This is an optimization exercise on Yosys and OpenROAD, whose aim is small area and a short achievable clock period, not a production implementation.
No functional check of the RTL was part of any run shown here.

==> flow/design.v, too long to show whole: its modules and the start of the top module <==
// module IntegratedSystem: 851 lines
module IntegratedSystem (A, B, C, clk);
  // ...
==> flow/run.sh <==
#!/bin/bash
# synth_recipe.tcl (not shown) runs the flow's synth.tcl, then flattens the netlist and writes it again
# the make line also repeats each setting of config.mk as NAME=value (left out here)
make -C /OpenROAD-flow-scripts/flow DESIGN_CONFIG=/design/flow/config.mk WORK_HOME=/design/flow/orfs CLKGATE_MAP_FILE= SYNTH_SCRIPT=/design/flow/synth_recipe.tcl finish
==> flow/config.mk <==
export PLATFORM = sky130hd
export DESIGN_NAME = IntegratedSystem
export DESIGN_NICKNAME = IntegratedSystem
export VERILOG_FILES = /design/flow/design.v
export SDC_FILE = /design/flow/constraint.sdc
export NUM_CORES = 4
export LEC_CHECK = 0
export CAP_MARGIN = 20
export CORE_MARGIN = 2
export CORE_UTILIZATION = 40
export SETUP_SLACK_MARGIN = 4.3
export SLEW_MARGIN = 20
==> flow/constraint.sdc <==
create_clock -name core_clock -period 6.5 [get_ports {clk}]
set_input_delay 1.3000 -clock core_clock [delete_from_list [all_inputs] [get_ports {clk}]]
set_output_delay 1.3000 -clock core_clock [all_outputs]
set_load 0.01 [all_outputs]
==> results.yml, run 1 <==
status:
  run_status: "no timing/DRC/antenna violations"
logic_synthesis:
  synth.top_cell.area_share: 0.340
  multiplexer_share_of_the_synthesized_area: 0.00122
  syn-mean-instance-area_um2: 10.8
  area_of_the_mapped_netlist_um2: 9240
  yosys_register_bits: 157
global_route:
  grt_use_met2: 0.281
die:
  die_w_um: 156
  ioPinCount: 64
  floorplan.rows: 55
  die_y_um: 156
cells_and_area:
  final_cell_area_um2: 10800
  number_of_sequential_cells_in_the_layout: 157
  finish.net_count: 1038
setup_path:
  timing.critical_path.mode_cell: "sky130_fd_sc_hd__fa_2"
  setup.worst_path.start: "r2[4]"
route:
  drt-initial-drc-count: 369
  antenna_violating_nets_post_route: 0
  drc_violation_count_after_routing: 0
placement:
  pre_cts_slack_ps: 530
  gpl.final_weighted_congestion: 0.803
sta:
  setup_viol: 0
  grt_setup_unrepaired: "yes"
hold_path:
  timing.hold.worst.start: "r2[2]"
  whs_path_depth: 0
clock_network:
  cts_num_sinks: 157
==> run 2: changes to the inputs <==
--- a/flow/design.v
+++ b/flow/design.v
@@ -384,16 +384,216 @@
 wire s3_361;
 wire c3_362;
 wire s3_363;
 wire c3_364;
 wire s3_365;
 wire c3_366;
 wire s3_367;
 wire c3_368;
+wire g_369;
+wire p_370;
+wire g_371;
+wire p_372;
+wire g_373;
+wire p_374;
+wire g_375;
+wire p_376;
+wire g_377;
+wire p_378;
+wire g_379;
+wire p_380;
+wire g_381;
+wire p_382;
+wire g_383;
+wire p_384;
+wire g_385;
+wire p_386;
+wire g_387;
+wire p_388;
+wire g_389;
+wire p_390;
+wire g_391;
+wire p_392;
+wire g_393;
+wire p_394;
+wire g_395;
+wire p_396;
+wire g_397;
+wire p_398;
+wire g_399;
+wire p_400;
+wire g_401;
+wire p_402;
+wire g_403;
+wire p_404;
+wire g_405;
+wire p_406;
+wire g_407;
+wire p_408;
+wire g_409;
+wire p_410;
+wire g_411;
+wire p_412;
+wire g_413;
+wire p_414;
+wire g_415;
+wire p_416;
+wire g_417;
+wire p_418;
+wire g_419;
+wire p_420;
+wire g_421;
+wire p_422;
+wire G_423;
+wire P_424;
+wire G_425;
+wire P_426;
+wire G_427;
+wire P_428;
+wire G_429;
+wire P_430;
+wire G_431;
+wire P_432;
+wire G_433;
+wire P_434;
+wire G_435;
+wire P_436;
+wire G_437;
+wire P_438;
+wire G_439;
+wire P_440;
+wire G_441;
+wire P_442;
+wire G_443;
+wire P_444;
+wire G_445;
+wire P_446;
+wire G_447;
+wire P_448;
+wire G_449;
+wire P_450;
+wire G_451;
+wire P_452;
+wire G_453;
+wire P_454;
+wire G_455;
+wire P_456;
+wire G_457;
+wire P_458;
+wire G_459;
+wire P_460;
+wire G_461;
+wire P_462;
+wire G_463;
+wire P_464;
+wire G_465;
+wire P_466;
+wire G_467;
+wire P_468;
+wire G_469;
+wire P_470;
+wire G_471;
+wire P_472;
+wire G_473;
+wire P_474;
+wire G_475;
+wire P_476;
+wire G_477;
+wire P_478;
+wire G_479;
+wire P_480;
+wire G_481;
+wire P_482;
+wire G_483;
+wire P_484;
+wire G_485;
+wire P_486;
+wire G_487;
+wire P_488;
+wire G_489;
+wire P_490;
+wire G_491;
+wire P_492;
+wire G_493;
+wire P_494;
+wire G_495;
+wire P_496;
+wire G_497;
+wire P_498;
+wire G_499;
+wire P_500;
+wire G_501;
+wire P_502;
+wire G_503;
+wire P_504;
+wire G_505;
+wire P_506;
+wire G_507;
+wire P_508;
+wire G_509;
+wire P_510;
+wire G_511;
+wire P_512;
+wire G_513;
+wire P_514;
+wire G_515;
+wire P_516;
+wire G_517;
+wire P_518;
+wire G_519;
+wire P_520;
+wire G_521;
+wire P_522;
+wire G_523;
+wire P_524;
+wire G_525;
+wire P_526;
+wire G_527;
+wire P_528;
+wire G_529;
+wire P_530;
+wire G_531;
+wire P_532;
+wire G_533;
+wire P_534;
+wire G_535;
+wire P_536;
+wire G_537;
+wire P_538;
+wire G_539;
+wire P_540;
+wire G_541;
+wire P_542;
+wire sum_543;
+wire sum_544;
+wire sum_545;
+wire sum_546;
+wire sum_547;
+wire sum_548;
+wire sum_549;
+wire sum_550;
+wire sum_551;
+wire sum_552;
+wire sum_553;
+wire sum_554;
+wire sum_555;
+wire sum_556;
+wire sum_557;
+wire sum_558;
+wire sum_559;
+wire sum_560;
+wire sum_561;
+wire sum_562;
+wire sum_563;
+wire sum_564;
+wire sum_565;
+wire sum_566;
+wire sum_567;
+wire sum_568;
 assign pp_1 = (r1_one[0] & r1_a[0]) ^ r1_neg[0];
 assign pp_2 = ((r1_one[0] & r1_a[1]) | (r1_two[0] & r1_a[0])) ^ r1_neg[0];
 assign pp_3 = ((r1_one[0] & r1_a[2]) | (r1_two[0] & r1_a[1])) ^ r1_neg[0];
 assign pp_4 = ((r1_one[0] & r1_a[3]) | (r1_two[0] & r1_a[2])) ^ r1_neg[0];
 assign pp_5 = ((r1_one[0] & r1_a[4]) | (r1_two[0] & r1_a[3])) ^ r1_neg[0];
 assign pp_6 = ((r1_one[0] & r1_a[5]) | (r1_two[0] & r1_a[4])) ^ r1_neg[0];
 assign pp_7 = ((r1_one[0] & r1_a[6]) | (r1_two[0] & r1_a[5])) ^ r1_neg[0];
 assign pp_8 = ((r1_one[0] & r1_a[7]) | (r1_two[0] & r1_a[6])) ^ r1_neg[0];
@@ -752,18 +952,217 @@
 assign s3_361 = r2[75] ^ r2[76] ^ c3_360;
 assign c3_362 = (r2[75] & r2[76]) | (r2[75] & c3_360) | (r2[76] & c3_360);
 assign s3_363 = r2[77] ^ r2[78] ^ r2[79];
 assign c3_364 = (r2[77] & r2[78]) | (r2[77] & r2[79]) | (r2[78] & r2[79]);
 assign s3_365 = r2[80] ^ r2[81] ^ c3_364;
 assign c3_366 = (r2[80] & r2[81]) | (r2[80] & c3_364) | (r2[81] & c3_364);
 assign s3_367 = 1'b1 ^ r2[84] ^ r2[85];
 assign c3_368 = (1'b1 & r2[84]) | (1'b1 & r2[85]) | (r2[84] & r2[85]);
-wire [30:0] fx = {r2[86], s3_367, r2[82], s3_365, s3_363, s3_361, s3_359, s3_357, s3_353, s3_349, s3_345, s3_341, s3_335, s3_329, s3_323, s3_317, s3_311, s3_305, s3_299, s3_295, s3_291, s3_287, s3_283, s3_281, s3_279, s3_277, r2[7], r2[3], r2[2], r2[1], r2[0]};
-wire [30:0] fy = {c3_368, 1'b0, c3_366, 1'b0, c3_362, 1'b0, c3_358, 1'b0, c3_350, 1'b0, c3_342, 1'b0, c3_330, 1'b0, c3_318, 1'b0, 1'b0, 1'b0, 1'b0, 1'b0, 1'b0, 1'b0, 1'b0, 1'b0, 1'b0, 1'b0, s3_275, 1'b0, 1'b0, 1'b0, 1'b0};
+assign g_369 = r2[7] & s3_275;
+assign p_370 = r2[7] ^ s3_275;
+assign g_371 = s3_277 & 1'b0;
+assign p_372 = s3_277 ^ 1'b0;
+assign g_373 = s3_279 & 1'b0;
+assign p_374 = s3_279 ^ 1'b0;
+assign g_375 = s3_281 & 1'b0;
+assign p_376 = s3_281 ^ 1'b0;
+assign g_377 = s3_283 & 1'b0;
+assign p_378 = s3_283 ^ 1'b0;
+assign g_379 = s3_287 & 1'b0;
+assign p_380 = s3_287 ^ 1'b0;
+assign g_381 = s3_291 & 1'b0;
+assign p_382 = s3_291 ^ 1'b0;
+assign g_383 = s3_295 & 1'b0;
+assign p_384 = s3_295 ^ 1'b0;
+assign g_385 = s3_299 & 1'b0;
+assign p_386 = s3_299 ^ 1'b0;
+assign g_387 = s3_305 & 1'b0;
+assign p_388 = s3_305 ^ 1'b0;
+assign g_389 = s3_311 & 1'b0;
+assign p_390 = s3_311 ^ 1'b0;
+assign g_391 = s3_317 & 1'b0;
+assign p_392 = s3_317 ^ 1'b0;
+assign g_393 = s3_323 & c3_318;
+assign p_394 = s3_323 ^ c3_318;
+assign g_395 = s3_329 & 1'b0;
+assign p_396 = s3_329 ^ 1'b0;
+assign g_397 = s3_335 & c3_330;
+assign p_398 = s3_335 ^ c3_330;
+assign g_399 = s3_341 & 1'b0;
+assign p_400 = s3_341 ^ 1'b0;
+assign g_401 = s3_345 & c3_342;
+assign p_402 = s3_345 ^ c3_342;
+assign g_403 = s3_349 & 1'b0;
+assign p_404 = s3_349 ^ 1'b0;
+assign g_405 = s3_353 & c3_350;
+assign p_406 = s3_353 ^ c3_350;
+assign g_407 = s3_357 & 1'b0;
+assign p_408 = s3_357 ^ 1'b0;
+assign g_409 = s3_359 & c3_358;
+assign p_410 = s3_359 ^ c3_358;
+assign g_411 = s3_361 & 1'b0;
+assign p_412 = s3_361 ^ 1'b0;
+assign g_413 = s3_363 & c3_362;
+assign p_414 = s3_363 ^ c3_362;
+assign g_415 = s3_365 & 1'b0;
+assign p_416 = s3_365 ^ 1'b0;
+assign g_417 = r2[82] & c3_366;
+assign p_418 = r2[82] ^ c3_366;
+assign g_419 = s3_367 & 1'b0;
+assign p_420 = s3_367 ^ 1'b0;
+assign g_421 = r2[86] & c3_368;
+assign p_422 = r2[86] ^ c3_368;
+assign G_423 = g_371 | (p_372 & g_369);
+assign P_424 = p_372 & p_370;
+assign G_425 = g_375 | (p_376 & g_373);
+assign P_426 = p_376 & p_374;
+assign G_427 = g_379 | (p_380 & g_377);
+assign P_428 = p_380 & p_378;
+assign G_429 = g_383 | (p_384 & g_381);
+assign P_430 = p_384 & p_382;
+assign G_431 = g_387 | (p_388 & g_385);
+assign P_432 = p_388 & p_386;
+assign G_433 = g_391 | (p_392 & g_389);
+assign P_434 = p_392 & p_390;
+assign G_435 = g_395 | (p_396 & g_393);
+assign P_436 = p_396 & p_394;
+assign G_437 = g_399 | (p_400 & g_397);
+assign P_438 = p_400 & p_398;
+assign G_439 = g_403 | (p_404 & g_401);
+assign P_440 = p_404 & p_402;
+assign G_441 = g_407 | (p_408 & g_405);
+assign P_442 = p_408 & p_406;
+assign G_443 = g_411 | (p_412 & g_409);
+assign P_444 = p_412 & p_410;
+assign G_445 = g_415 | (p_416 & g_413);
+assign P_446 = p_416 & p_414;
+assign G_447 = g_419 | (p_420 & g_417);
+assign P_448 = p_420 & p_418;
+assign G_449 = g_373 | (p_374 & G_423);
+assign P_450 = p_374 & P_424;
+assign G_451 = G_425 | (P_426 & G_423);
+assign P_452 = P_426 & P_424;
+assign G_453 = g_381 | (p_382 & G_427);
+assign P_454 = p_382 & P_428;
+assign G_455 = G_429 | (P_430 & G_427);
+assign P_456 = P_430 & P_428;
+assign G_457 = g_389 | (p_390 & G_431);
+assign P_458 = p_390 & P_432;
+assign G_459 = G_433 | (P_434 & G_431);
+assign P_460 = P_434 & P_432;
+assign G_461 = g_397 | (p_398 & G_435);
+assign P_462 = p_398 & P_436;
+assign G_463 = G_437 | (P_438 & G_435);
+assign P_464 = P_438 & P_436;
+assign G_465 = g_405 | (p_406 & G_439);
+assign P_466 = p_406 & P_440;
+assign G_467 = G_441 | (P_442 & G_439);
+assign P_468 = P_442 & P_440;
+assign G_469 = g_413 | (p_414 & G_443);
+assign P_470 = p_414 & P_444;
+assign G_471 = G_445 | (P_446 & G_443);
+assign P_472 = P_446 & P_444;
+assign G_473 = g_421 | (p_422 & G_447);
+assign P_474 = p_422 & P_448;
+assign G_475 = g_377 | (p_378 & G_451);
+assign P_476 = p_378 & P_452;
+assign G_477 = G_427 | (P_428 & G_451);
+assign P_478 = P_428 & P_452;
+assign G_479 = G_453 | (P_454 & G_451);
+assign P_480 = P_454 & P_452;
+assign G_481 = G_455 | (P_456 & G_451);
+assign P_482 = P_456 & P_452;
+assign G_483 = g_393 | (p_394 & G_459);
+assign P_484 = p_394 & P_460;
+assign G_485 = G_435 | (P_436 & G_459);
+assign P_486 = P_436 & P_460;
+assign G_487 = G_461 | (P_462 & G_459);
+assign P_488 = P_462 & P_460;
+assign G_489 = G_463 | (P_464 & G_459);
+assign P_490 = P_464 & P_460;
+assign G_491 = g_409 | (p_410 & G_467);
+assign P_492 = p_410 & P_468;
+assign G_493 = G_443 | (P_444 & G_467);
+assign P_494 = P_444 & P_468;
+assign G_495 = G_469 | (P_470 & G_467);
+assign P_496 = P_470 & P_468;
+assign G_497 = G_471 | (P_472 & G_467);
+assign P_498 = P_472 & P_468;
+assign G_499 = g_385 | (p_386 & G_481);
+assign P_500 = p_386 & P_482;
+assign G_501 = G_431 | (P_432 & G_481);
+assign P_502 = P_432 & P_482;
+assign G_503 = G_457 | (P_458 & G_481);
+assign P_504 = P_458 & P_482;
+assign G_505 = G_459 | (P_460 & G_481);
+assign P_506 = P_460 & P_482;
+assign G_507 = G_483 | (P_484 & G_481);
+assign P_508 = P_484 & P_482;
+assign G_509 = G_485 | (P_486 & G_481);
+assign P_510 = P_486 & P_482;
+assign G_511 = G_487 | (P_488 & G_481);
+assign P_512 = P_488 & P_482;
+assign G_513 = G_489 | (P_490 & G_481);
+assign P_514 = P_490 & P_482;
+assign G_515 = g_417 | (p_418 & G_497);
+assign P_516 = p_418 & P_498;
+assign G_517 = G_447 | (P_448 & G_497);
+assign P_518 = P_448 & P_498;
+assign G_519 = G_473 | (P_474 & G_497);
+assign P_520 = P_474 & P_498;
+assign G_521 = g_401 | (p_402 & G_513);
+assign P_522 = p_402 & P_514;
+assign G_523 = G_439 | (P_440 & G_513);
+assign P_524 = P_440 & P_514;
+assign G_525 = G_465 | (P_466 & G_513);
+assign P_526 = P_466 & P_514;
+assign G_527 = G_467 | (P_468 & G_513);
+assign P_528 = P_468 & P_514;
+assign G_529 = G_491 | (P_492 & G_513);
+assign P_530 = P_492 & P_514;
+assign G_531 = G_493 | (P_494 & G_513);
+assign P_532 = P_494 & P_514;
+assign G_533 = G_495 | (P_496 & G_513);
+assign P_534 = P_496 & P_514;
+assign G_535 = G_497 | (P_498 & G_513);
+assign P_536 = P_498 & P_514;
+assign G_537 = G_515 | (P_516 & G_513);
+assign P_538 = P_516 & P_514;
+assign G_539 = G_517 | (P_518 & G_513);
+assign P_540 = P_518 & P_514;
+assign G_541 = G_519 | (P_520 & G_513);
+assign P_542 = P_520 & P_514;
+assign sum_543 = p_372 ^ g_369;
+assign sum_544 = p_374 ^ G_423;
+assign sum_545 = p_376 ^ G_449;
+assign sum_546 = p_378 ^ G_451;
+assign sum_547 = p_380 ^ G_475;
+assign sum_548 = p_382 ^ G_477;
+assign sum_549 = p_384 ^ G_479;
+assign sum_550 = p_386 ^ G_481;
+assign sum_551 = p_388 ^ G_499;
+assign sum_552 = p_390 ^ G_501;
+assign sum_553 = p_392 ^ G_503;
+assign sum_554 = p_394 ^ G_505;
+assign sum_555 = p_396 ^ G_507;
+assign sum_556 = p_398 ^ G_509;
+assign sum_557 = p_400 ^ G_511;
+assign sum_558 = p_402 ^ G_513;
+assign sum_559 = p_404 ^ G_521;
+assign sum_560 = p_406 ^ G_523;
+assign sum_561 = p_408 ^ G_525;
+assign sum_562 = p_410 ^ G_527;
+assign sum_563 = p_412 ^ G_529;
+assign sum_564 = p_414 ^ G_531;
+assign sum_565 = p_416 ^ G_533;
+assign sum_566 = p_418 ^ G_535;
+assign sum_567 = p_420 ^ G_537;
+assign sum_568 = p_422 ^ G_539;
+wire [30:0] fsum = {sum_568, sum_567, sum_566, sum_565, sum_564, sum_563, sum_562, sum_561, sum_560, sum_559, sum_558, sum_557, sum_556, sum_555, sum_554, sum_553, sum_552, sum_551, sum_550, sum_549, sum_548, sum_547, sum_546, sum_545, sum_544, sum_543, p_370, r2[3], r2[2], r2[1], r2[0]};
 always @(posedge clk) begin
     r2[0] <= s2_137;
     r2[1] <= s2_139;
     r2[2] <= s2_143;
     r2[3] <= s2_147;
     r2[4] <= pp_35;
     r2[5] <= s2_149;
     r2[6] <= c2_146;
@@ -841,11 +1240,11 @@
     r2[78] <= s2_269;
     r2[79] <= c2_268;
     r2[80] <= c2_270;
     r2[81] <= s2_271;
     r2[82] <= s2_273;
     r2[84] <= pp_135;
     r2[85] <= c2_274;
     r2[86] <= ~pp_136;
-    C <= fx + fy;
+    C <= fsum;
 end
 endmodule
==> flow/config.mk (replaced) <==
export PLATFORM = sky130hd
export DESIGN_NAME = IntegratedSystem
export DESIGN_NICKNAME = IntegratedSystem
export VERILOG_FILES = /design/flow/design.v
export SDC_FILE = /design/flow/constraint.sdc
export NUM_CORES = 4
export LEC_CHECK = 0
export CAP_MARGIN = 20
export CORE_MARGIN = 2
export CORE_UTILIZATION = 40
export SETUP_SLACK_MARGIN = 4.0
export SLEW_MARGIN = 20
==> run 2 against run 1 <==
  * Sequential share of layout area up 0.092 points
  * Critical path depth down 2
  * Still clean
  * First-iteration DRC count down 15%
  * Fmax down 6.8%
  * Register-to-register slack worse by 410 ps
  * Critical endpoint is now C[20]
==> results.yml, run 2 <==
setup_path:
  worst-path-max-fanout: 2
  critical_path.startpoint_type: "register"
  cp.arrival_ps: 6310
  critical-path-slowest-cell: "sky130_fd_sc_hd__fa_2"
  cp-end-kind: "register"
  crit_path_max_delay_family: "adder cells"
  slowest_delay_ps: 520
  critical_path.n_buffers_inverters: 4
  timing.critical_path.mode_cell: "sky130_fd_sc_hd__fa_2"
  worstPathCellList: "fa_2 -> inv_2 -> fa_2 -> fa_2 -> fa_2 -> fa_2 -> inv_2 -> fa_2 -> inv_2 -> fa_2 -> fa_2 -> fa_2 -> fa_2 -> fa_2 -> fa_2 -> nor4b_2 -> nand4_1 -> and2_4 -> or2_4 -> fa_2 -> inv_1"
  criticalPathCategory: "reg -> reg"
  data_required_time_of_the_critical_path_ps: 6820
route:
  drt-pass1-iter-count: 5
  drc_violation_count_after_routing: 0
  num_vias: 5694
  wl_mm: 19.0
  antenna_violating_nets_post_route: 0
  average_vias_per_placed_instance: 4.94
  wl_per_cell_um: 16.5
  drt-initial-drc-count: 313
sta:
  setup-tns-final_ps: 0
  worst_slew_margin_rel: 0.349
  achievable-frequency_mhz: 167
  period_share: 0.922
  maxSlewViolCount: 0
  final.setup_skew_ps: 10.6
  worst_pin_slew_ps: 976
  setup_viol: 0
  hold_viol: 0
  minimum_period_implied_by_the_final_worst_setup_slack_ps: 5990
  grt_setup_unrepaired: "yes"
clock_network:
  clock_tree.buffer_depth: 2
  cts_num_sinks: 157
  clock_tree.root_cell: "sky130_fd_sc_hd__clkbuf_16"
  tritoncts.num_buffers: 17
  htree_levels: 4
  tritoncts: "done"
  cts.clk_slew.worst_paths_ps: 60
  clock_insertion_delay_worst_skew_ps: 430
status:
  run_status: "no timing/DRC/antenna violations"
cells_and_area:
  areaGrowthSynthToFinish_pct: 17.3
  layout.cells.most_common_list: "sky130_fd_sc_hd__dfxtp_1 (143), sky130_fd_sc_hd__a22oi_1 (120), sky130_fd_sc_hd__xnor2_1 (117), sky130_fd_sc_hd__inv_1 (97), sky130_fd_sc_hd__fa_1 (91)"
  filler_cell_count: 1973
  finish.net_count: 1019
  largest_register_ff_count: 86
  layout_commonest_cell: "sky130_fd_sc_hd__dfxtp_1"
  antenna_diodes: 0
  top_regs: "r2 x86, C x31, r1_a x16"
  share_of_cells_above_drive_strength_1: 0.117
  instances_no_fill: 1152
  largest_register: "r2"
die:
  floorplan.core_area_um2: 22000
  die_y_um: 154
  fp.dieArea_um2: 23800
  floorplan.rows: 54
  die_w_um: 154
  ioPinCount: 64
  floorplan.initialDensity: 0.411
global_route:
  grt_util_all_layers: 0.172
  grt_start_max_net_pins: 19
  first_global_vias: 6053
  grt_pass1_wl_mm: 31.8
  aggregate_global_routing_overflow: 0
  grt_antenna_before_repair: 0
logic_synthesis:
  yosys_register_bits: 157
  syn-mean-instance-area_um2: 10.8
  synth_edf_count: 0
  synth_area_leader_cell: "sky130_fd_sc_hd__dfxtp_1"
  post_synth_main_area_contributors: "sky130_fd_sc_hd__dfxtp_1 (35%), sky130_fd_sc_hd__fa_1 (23%), sky130_fd_sc_hd__xnor2_1 (12%)"
  seq_total_area_yosys: 0.349
  synth.top_cell.area_share: 0.349
  area_of_the_mapped_netlist_um2: 9020
  synthDistinctLibCells: 37
  synth-async-reset-ratio: 0
  yosysMostFrequentCell: "sky130_fd_sc_hd__dfxtp_1"
  synth_commonest_cells: "sky130_fd_sc_hd__dfxtp_1 (157), sky130_fd_sc_hd__a22oi_1 (120), sky130_fd_sc_hd__xnor2_1 (119)"
  synth-warning-count: 1
  syn_nets: 994
  synthFlopType: "sky130_fd_sc_hd__dfxtp_1"
  synth_cells: 834
placement:
  gpl.final_weighted_congestion: 0.827
  placed_cells: 1108
  dpl.hpwl_mm: 13.3
  port_buffers: 63
flow_run:
  cap_violations: 0
hold_path:
  hold_class: "reg -> reg"
[run 2: cell count changes after synthesis, moves of 5 or more]
cell	previous run	this run
sky130_fd_sc_hd__nor2_1	9	14
sky130_fd_sc_hd__nand2b_1	8	3
sky130_fd_sc_hd__nand3b_1	9	0
sky130_fd_sc_hd__nand3_1	6	1
sky130_fd_sc_hd__nand2_1	15	26
[run 2: layout make-up]
type	count	area [um^2]	share of cell area
clock inverters	13	164	0.0155
clock buffers	19	443	0.0419
repair buffers	77	723	0.0684
flip-flops and latches	157	3160	0.299
well taps	280	350	0.0331
multi-input cells	502	5340	0.505
inverters	104	390	0.0369
[run 2: cell families (layout without fill, tap and decap cells)]
| logic type | Yosys count | after routing | share of synthesized area |
|---|---|---|---|
| buffers and inverters | 175 | 213 | 0.0738 |
| xor gates and xnor gates | 162 | 162 | 0.157 |
| DFF | 157 | 157 | 0.349 |
| AOI/OAI and AO/OA | 147 | 147 | 0.119 |
| adders and majority gates | 127 | 127 | 0.263 |
| and+or+nand+nor | 65 | 65 | 0.0372 |
| muxes | 1 | 1 | 0.00125 |
[run 2: path summary, 6_finish.rpt]
| path | from | end | slack, ps | cells past startpoint |
|---|---|---|---|---|
| worst max-delay path | r2[4] | C[20] | 510 | 21 |
| worst min-delay path | r2[3] | C[3] | 330 | 0 |
| worst max register to register | r2[4] | C[20] | 510 | 21 |
| worst min register to register | r2[3] | C[3] | 330 | 0 |
[run 2: worst register-to-register path, cell delays in order (launching register included)]
cell,delay (ps)
sky130_fd_sc_hd__dfxtp_2,330
sky130_fd_sc_hd__fa_2,200
sky130_fd_sc_hd__inv_2,40
sky130_fd_sc_hd__fa_2,330
sky130_fd_sc_hd__fa_2,360
sky130_fd_sc_hd__fa_2,350
sky130_fd_sc_hd__fa_2,340
sky130_fd_sc_hd__inv_2,60
sky130_fd_sc_hd__fa_2,180
sky130_fd_sc_hd__inv_2,40
sky130_fd_sc_hd__fa_2,330
sky130_fd_sc_hd__fa_2,350
sky130_fd_sc_hd__fa_2,350
sky130_fd_sc_hd__fa_2,350
sky130_fd_sc_hd__fa_2,350
sky130_fd_sc_hd__fa_2,440
sky130_fd_sc_hd__nor4b_2,260
sky130_fd_sc_hd__nand4_1,230
sky130_fd_sc_hd__and2_4,220
sky130_fd_sc_hd__or2_4,220
sky130_fd_sc_hd__fa_2,520
sky130_fd_sc_hd__inv_1,30
[run 2: layer usage]
layer	track usage	wire length, um	part of all wire	vias to the layer above
li1	-	-	-	2707
met5	0	0	0	-
met2	0.273	8880	0.47	169
met1	0.233	8950	0.47	2800
met4	0.0614	279	0.015	0
met3	0.0372	944	0.050	18
[run 2: stage by stage]
step | cell area [um^2] | util | hold WS [ps] | setup slack (ps)
3_3_place_gp | 9820 | 0.447 | 312 | 410
4_1_cts | 10500 | 0.478 | 329 | 478
3_5_place_dp | 9820 | 0.447 | 314 | 350
2_1_floorplan | 9100 | - | 310 | 684
5_1_grt | 10600 | 0.481 | 335 | 301
6_report | 10600 | 0.481 | 327 | 510
[run 2: what timing repair did]
| item | CTS | global route |
|---|---|---|
| pin swaps | 12 | 9 |
| hold buffers | 0 | 0 |
| endpoints found under the setup margin | 70 | 31 |
| buffers inserted | 10 | 2 |
| gates resized for setup | 44 | 17 |
==> run 3: changes to the inputs <==
--- a/flow/config.mk
+++ b/flow/config.mk
@@ -9,4 +9,4 @@
 export CORE_MARGIN = 2
 export CORE_UTILIZATION = 40
-export SETUP_SLACK_MARGIN = 4.0
+export SETUP_SLACK_MARGIN = 4.3
 export SLEW_MARGIN = 20
==> run 3 against run 2 <==
  * Still clean
  * Wire length fell by 0.14%
  * Critical path type unchanged
  * Utilization up 0.15 points
==> results.yml, run 3 <==
cells_and_area:
  areaGrowthSynthToFinish_pct: 17.6
  largest_register: "r2"
  layout_commonest_cell: "sky130_fd_sc_hd__a22oi_1"
  layout.cells.most_common_list: "sky130_fd_sc_hd__a22oi_1 (120), sky130_fd_sc_hd__xnor2_1 (117), sky130_fd_sc_hd__dfxtp_1 (107), sky130_fd_sc_hd__inv_1 (97), sky130_fd_sc_hd__fa_1 (91)"
  share_of_cells_above_drive_strength_1: 0.194
  antenna_diodes: 0
  top_regs: "r2 x86, C x31, r1_a x16"
  finish.net_count: 1019
  largest_register_ff_count: 86
die:
  die_y_um: 154
  die_w_um: 154
  floorplan.initialDensity: 0.411
  floorplan.rows: 54
  floorplan.core_area_um2: 22000
  fp.dieArea_um2: 23800
  ioPinCount: 64
logic_synthesis:
  synth_area_leader_cell: "sky130_fd_sc_hd__dfxtp_1"
  synth_cells: 834
  synth_edf_count: 0
  area_of_the_mapped_netlist_um2: 9020
  synthFlopType: "sky130_fd_sc_hd__dfxtp_1"
  syn-mean-instance-area_um2: 10.8
  synth-async-reset-ratio: 0
  yosysMostFrequentCell: "sky130_fd_sc_hd__dfxtp_1"
  post_synth_main_area_contributors: "sky130_fd_sc_hd__dfxtp_1 (35%), sky130_fd_sc_hd__fa_1 (23%), sky130_fd_sc_hd__xnor2_1 (12%)"
  yosys_register_bits: 157
  syn_nets: 994
  synth.top_cell.area_share: 0.349
  synth_commonest_cells: "sky130_fd_sc_hd__dfxtp_1 (157), sky130_fd_sc_hd__a22oi_1 (120), sky130_fd_sc_hd__xnor2_1 (119)"
  synth-warning-count: 1
  seq_total_area_yosys: 0.349
  synthDistinctLibCells: 37
setup_path:
  criticalPathCategory: "reg -> reg"
  worst-path-max-fanout: 2
  critical_path.reg2reg.startpoint: "r2[4]"
  data_required_time_of_the_critical_path_ps: 6830
  crit-reg2reg-capture: "C[20]"
  cp-end-kind: "register"
  reg2regPathDepth: 21
  cp.arrival_ps: 6370
  setup.reg_to_reg.worst_slack_ps: 460
  critical_path.startpoint_type: "register"
clock_network:
  cts_num_sinks: 157
  tritoncts.num_buffers: 17
  cts.clk_slew.worst_paths_ps: 60
  postCtsHoldBufs: 0
  htree_levels: 4
  clock_tree.buffer_depth: 2
  clock_insertion_delay_worst_skew_ps: 430
  tritoncts: "done"
  clock_tree.root_cell: "sky130_fd_sc_hd__clkbuf_16"
global_route:
  first_global_vias: 6074
  aggregate_global_routing_overflow: 0
  grt_start_max_net_pins: 19
  grt_pass1_wl_mm: 32.0
  grt_util_all_layers: 0.172
  grt_antenna_before_repair: 0
placement:
  port_buffers: 63
  gpl.final_weighted_congestion: 0.826
  dpl.hpwl_mm: 13.4
  pre_cts_slack_ps: 374
route:
  average_vias_per_placed_instance: 5.01
  wl_met2_mm: 8.98
  drt-initial-drc-count: 404
  route.layer.met1.wl_mm: 8.86
  num_vias: 5765
  routed.top_layer: "met4"
  wl_mm: 19.0
  antenna_violating_nets_post_route: 0
  drc_violation_count_after_routing: 0
  met3WireLength_um: 842
  wl_per_cell_um: 16.5
  drt-pass1-iter-count: 6
sta:
  period_share: 0.929
  setup-tns-final_ps: 0
  worst_pin_slew_ps: 599
  worst_slew_margin_rel: 0.601
  grt_setup_unrepaired: "yes"
  achievable-frequency_mhz: 166
  minimum_period_implied_by_the_final_worst_setup_slack_ps: 6040
  setup_slack_ps: 460
  maxSlewViolCount: 0
  setup_viol: 0
  hold_viol: 0
  worst_slack_on_hold_paths_ps: 327
  final.setup_skew_ps: 11.8
hold_path:
  end_point_of_the_most_critical_hold_path: "C[1]"
  timing.hold.worst.start: "r2[1]"
  whs_path_depth: 0
  hold_class: "reg -> reg"
flow_run:
  cap_violations: 0
status:
  run_status: "no timing/DRC/antenna violations"
==> run 3: logic make-up (layout without fill, tap and decap cells) <==
family                   after synthesis  count (layout)  synth area share
AO/OA/AOI/OAI                        147             147             0.119
XOR/XNOR                             162             162             0.157
adder cells (fa/ha/maj)              127             127             0.263
buffers and inverters                175             212            0.0738
flip-flops                           157             157             0.349
multiplexers                           1               1           0.00125
AND/OR/NAND/NOR                       65              65            0.0372
==> run 3: worst max-delay path: stages, from the launching register on <==
cell and delay, ps:
sky130_fd_sc_hd__dfxtp_2 330, sky130_fd_sc_hd__fa_2 200, sky130_fd_sc_hd__inv_2 40, sky130_fd_sc_hd__fa_2 330, sky130_fd_sc_hd__fa_2 360, sky130_fd_sc_hd__fa_2 350
sky130_fd_sc_hd__fa_2 340, sky130_fd_sc_hd__inv_2 60, sky130_fd_sc_hd__fa_2 180, sky130_fd_sc_hd__inv_2 40, sky130_fd_sc_hd__fa_2 330, sky130_fd_sc_hd__fa_2 370
sky130_fd_sc_hd__fa_2 350, sky130_fd_sc_hd__fa_2 350, sky130_fd_sc_hd__fa_2 350, sky130_fd_sc_hd__fa_2 460, sky130_fd_sc_hd__nor4b_2 310, sky130_fd_sc_hd__nand4_1 220
sky130_fd_sc_hd__and2_4 210, sky130_fd_sc_hd__or2_4 220, sky130_fd_sc_hd__fa_2 510, sky130_fd_sc_hd__inv_1 30
==> run 3: layout make-up <==
class                           instances  area [um^2]
Sequential cell                       157         3230
Tap cell                              280          350
Fill cell                            1991        11400
Multi-Input combinational cell        502         5360
Clock inverter                         13          214
Timing Repair Buffer                   77          631
Inverter                              104          393
Clock buffer                           18          429
==> run 3: per-layer routing <==
layer  vias up  GRT usage
li1       2705          -
met1      2876      0.229
met2       160      0.281
met3        24     0.0358
met4         0     0.0579
met5         -          0
==> run 3: what timing repair did <==
item / in CTS / in global routing
endpoints found under the hold margin: 0 / 0
pin swaps: 9 / 8
resized for setup: 172 / 35
endpoints found under the setup margin: 100 / 39
setup buffers: 7 / 4
==> run 3: metrics by stage <==
step	util	std cells	instance area (um^2)
6_report	0.483	1151	10600
3_5_place_dp	0.448	1109	9830
4_1_cts	0.477	1147	10500
3_3_place_gp	0.448	1109	9830
5_1_grt	0.483	1151	10600
2_1_floorplan	-	834	9110
==> run 3: how the worst max path moves through the flow <==
stage               start  cells after the start     to  slack (ps)
floorplan           r2[4]                     21  C[20]         680
global placement    r2[4]                     21  C[20]         410
detailed placement  r2[6]                     23  C[20]         370
CTS                 r2[4]                     23  C[20]         470
global route        r2[4]                     21  C[20]         270
finish              r2[4]                     21  C[20]         460

-- re-timing with driven ports --
Ports are ideal in the flow. The routed layouts listed here were re-timed in OpenROAD.
Step 1 assumes that a clkbuf_16 drives the clock port and a buf_2 every other input.
Step 2 adds t to the input delays and takes it off the output delays; t is the mean of the earliest and latest rising clock arrival at the registers after step 1. Input paths then give back, and output paths get back, about the clock's delay inside the block.
Slacks: no drivers / after step 1 / after step 2; pairs: no drivers / after step 1.
run	shift t [ns]	slack for setup (ns)	pins driven straight from the clock port
run 1	0.466	0.916 / 0.916 / 0.916	1
run 2	0.466	0.510 / 0.510 / 0.510	1
run 3	0.473	0.460 / 0.460 / 0.460	1
After both steps every run listed still meets setup and hold.
